Source: an optimization exercise on an open RTL-to-GDS flow (aim: small area, a short achievable clock period and few clock cycles). Production flows keep margins and buffers that such runs may drop. Only simulation tests tie the RTL to the original design; equivalence was not proved.

== harbor ==
==> flow/design.v (excerpt) <==
module muldiv_unit(
    input  logic clk,
    input  logic rst_n,
    input                muldiv_start, 
    input [2:0]          muldiv_op, 
    input [32-1:0]    muldiv_a, 
    input [32-1:0]    muldiv_b, 
    input [1-1:0] muldiv_hart_id, 
    input [4:0]          muldiv_rd,
    output                muldiv_busy, 
    output                muldiv_done, 
    output [32-1:0]    muldiv_result, 
    output [1-1:0] muldiv_done_hart_id, 
    output [4:0]          muldiv_done_rd
);
    logic st_mul, st_div, st_sw1, st_sw2, st_fix1, st_fix2;
    logic busy_r, done_r;
    logic [32:0] x;       
    logic [37:0] h;       
    logic [31:0] l;       
    logic        msign;   
    logic [5:0]  n;       
    logic        op_rem;
    logic        sa, sb;  
    logic        sel_mulh, sel_rem;
    logic [1-1:0]  tag_hid;
    logic [5-1:0] tag_rd;
    logic [37:0] y0, y1;
    logic        cc0, cin;
    wire [37:0] cs  = h ^ y0 ^ y1;
    wire [37:0] cc  = {((h[36:0] & y0[36:0]) | (h[36:0] & y1[36:0]) | (y0[36:0] & y1[36:0])), cc0};
    wire [37:0] s   = cs + cc + {37'd0, cin};
    wire q   = ~s[37];
    wire xnz = |x[31:0];
    logic [31:0] sm;
    always_comb begin
        sm = x[32] ? ~x[31:0] : x[31:0];    
        sm = sm | (sm >> 1);
        sm = sm | (sm >> 2);
        sm = sm | (sm >> 4);
        sm = sm | (sm >> 8);
        sm = sm | (sm >> 16);
    end
    wire [31:0] lm = sm >> 1;    
    wire [47:0] v16 = {h[32:0], l[31:17]};
    wire [35:0] v4  = {h[32:0], l[31:29]};
    wire ok16 = (n >= 6'd16) && (!xnz || ((v16 & ~{16'd0, lm}) == 48'd0));
    wire ok4  = (n >= 6'd4)  && (!xnz || ((v4  & ~{4'd0,  lm}) == 36'd0));
    wire fill = !xnz;
    wire negres = op_rem ? sa : ((sa ^ sb) && xnz);
    wire last_div = ok16 ? (n == 6'd16) : ok4 ? (n == 6'd4) : (n == 6'd1);
    function automatic [2:0] bdec(input [2:0] b);    
        case (b)
            3'b001, 3'b010: bdec = 3'b100;
            3'b011:         bdec = 3'b010;
            3'b100:         bdec = 3'b011;
            3'b101, 3'b110: bdec = 3'b101;
  ...
Size: ~1900 cells after synthesis, roughly 200 flip-flops, ~120 I/O pins.
==> flow/config.mk <==
export PLATFORM = sky130hd
export DESIGN_NAME = muldiv_unit
export DESIGN_NICKNAME = muldiv_unit
export VERILOG_FILES = /design/flow/design.v
export SDC_FILE = /design/flow/constraint.sdc
export NUM_CORES = 4
export LEC_CHECK = 0
export CAP_MARGIN = 20
export CORE_MARGIN = 2
export CORE_UTILIZATION = 25
export CTS_BUF_LIST = sky130_fd_sc_hd__clkbuf_4 sky130_fd_sc_hd__clkbuf_8
export CTS_CLUSTER_SIZE = 30
export PLACE_DENSITY = 0.5
export SLEW_MARGIN = 20
==> flow/constraint.sdc <==
create_clock -name core_clock -period 11.0 [get_ports {clk}]
set_input_delay 2.2000 -clock core_clock [delete_from_list [all_inputs] [get_ports {clk}]]
set_output_delay 2.2000 -clock core_clock [all_outputs]
set_load 0.01 [all_outputs]
standard.sh (not shown) runs the stock make flow with config.mk's settings and CLKGATE_MAP_FILE= SYNTH_SCRIPT=/design/flow/synth_recipe.tcl, a recipe that flattens the netlist after the stock synthesis.
==> flow/flow/run.sh <==
#!/bin/bash
cp standard.sh standard.sh.txt
export SETUP_SLACK_MARGIN=7
bash standard.sh > standard.log 2>&1
Testbench counts of harbor, summed over its fixed seeds: cycles 114,349.
What violet does differently from harbor at the input level:
- CTS_CLUSTER_SIZE removed (was 30)
- CTS_BUF_LIST removed (was sky130_fd_sc_hd__clkbuf_4 sky130_fd_sc_hd__clkbuf_8)
==> flow/flow/run.sh <==
#!/bin/bash
cp standard.sh standard.sh.txt
export SETUP_SLACK_MARGIN=7.5
export BUFFER_PORTS_ARGS="-buffer_cell sky130_fd_sc_hd__buf_1"
bash standard.sh > standard.log 2>&1
## What came out
Re count of port buffers added during placement: no difference whatsoever between violet and harbor.
violet ends up with a final standard cell area without fillers that is about 1.6% higher than in harbor.
Diff harbor and violet: worst slew margin relative to its limit higher in violet
Of the two values seen for launch point of the worst path, y0[0] was produced by violet and sel_rem by harbor.
| count of clock-buffer cells in the layout | violet vs harbor | 7 higher |
Maximum single-stage delay on the critical path (higher): violet
Row highest clock frequency the design can meet: violet higher / harbor lower
Path type of the worst setup path: reg -> out -> harbor, reg -> reg -> violet

==> afterwards: timing with drivers on the ports <==
In the flow no input, the clock included, has a driving cell. The finished layouts below were timed again as built, in two steps. Step 1 (the two cells are an assumption about what drives the block):
set clk [get_ports {clk}]
set_driving_cell -lib_cell sky130_fd_sc_hd__clkbuf_16 $clk
set_driving_cell -lib_cell sky130_fd_sc_hd__buf_2 [delete_from_list [all_inputs] $clk]
Step 2 times the ports against the registers' clock, not the clock port: input delays grow and output delays shrink by t, the midpoint of the rising clock arrivals with the driver on. Slacks: no drivers / after step 1 / after step 2; pairs: no drivers / after step 1.
run	shift t [ns]	setup WS [ns]	latest minus earliest clock arrival (ns)
harbor	0.601	6.873 / 6.820 / 6.490	0.023 / 0.023
violet	0.546	6.970 / 6.928 / 6.970	0.011 / 0.011
After both steps every run listed still meets setup and hold. The setup slack of harbor, which loses most, moves by -0.053 ns with the drivers and by -0.383 ns with both steps.
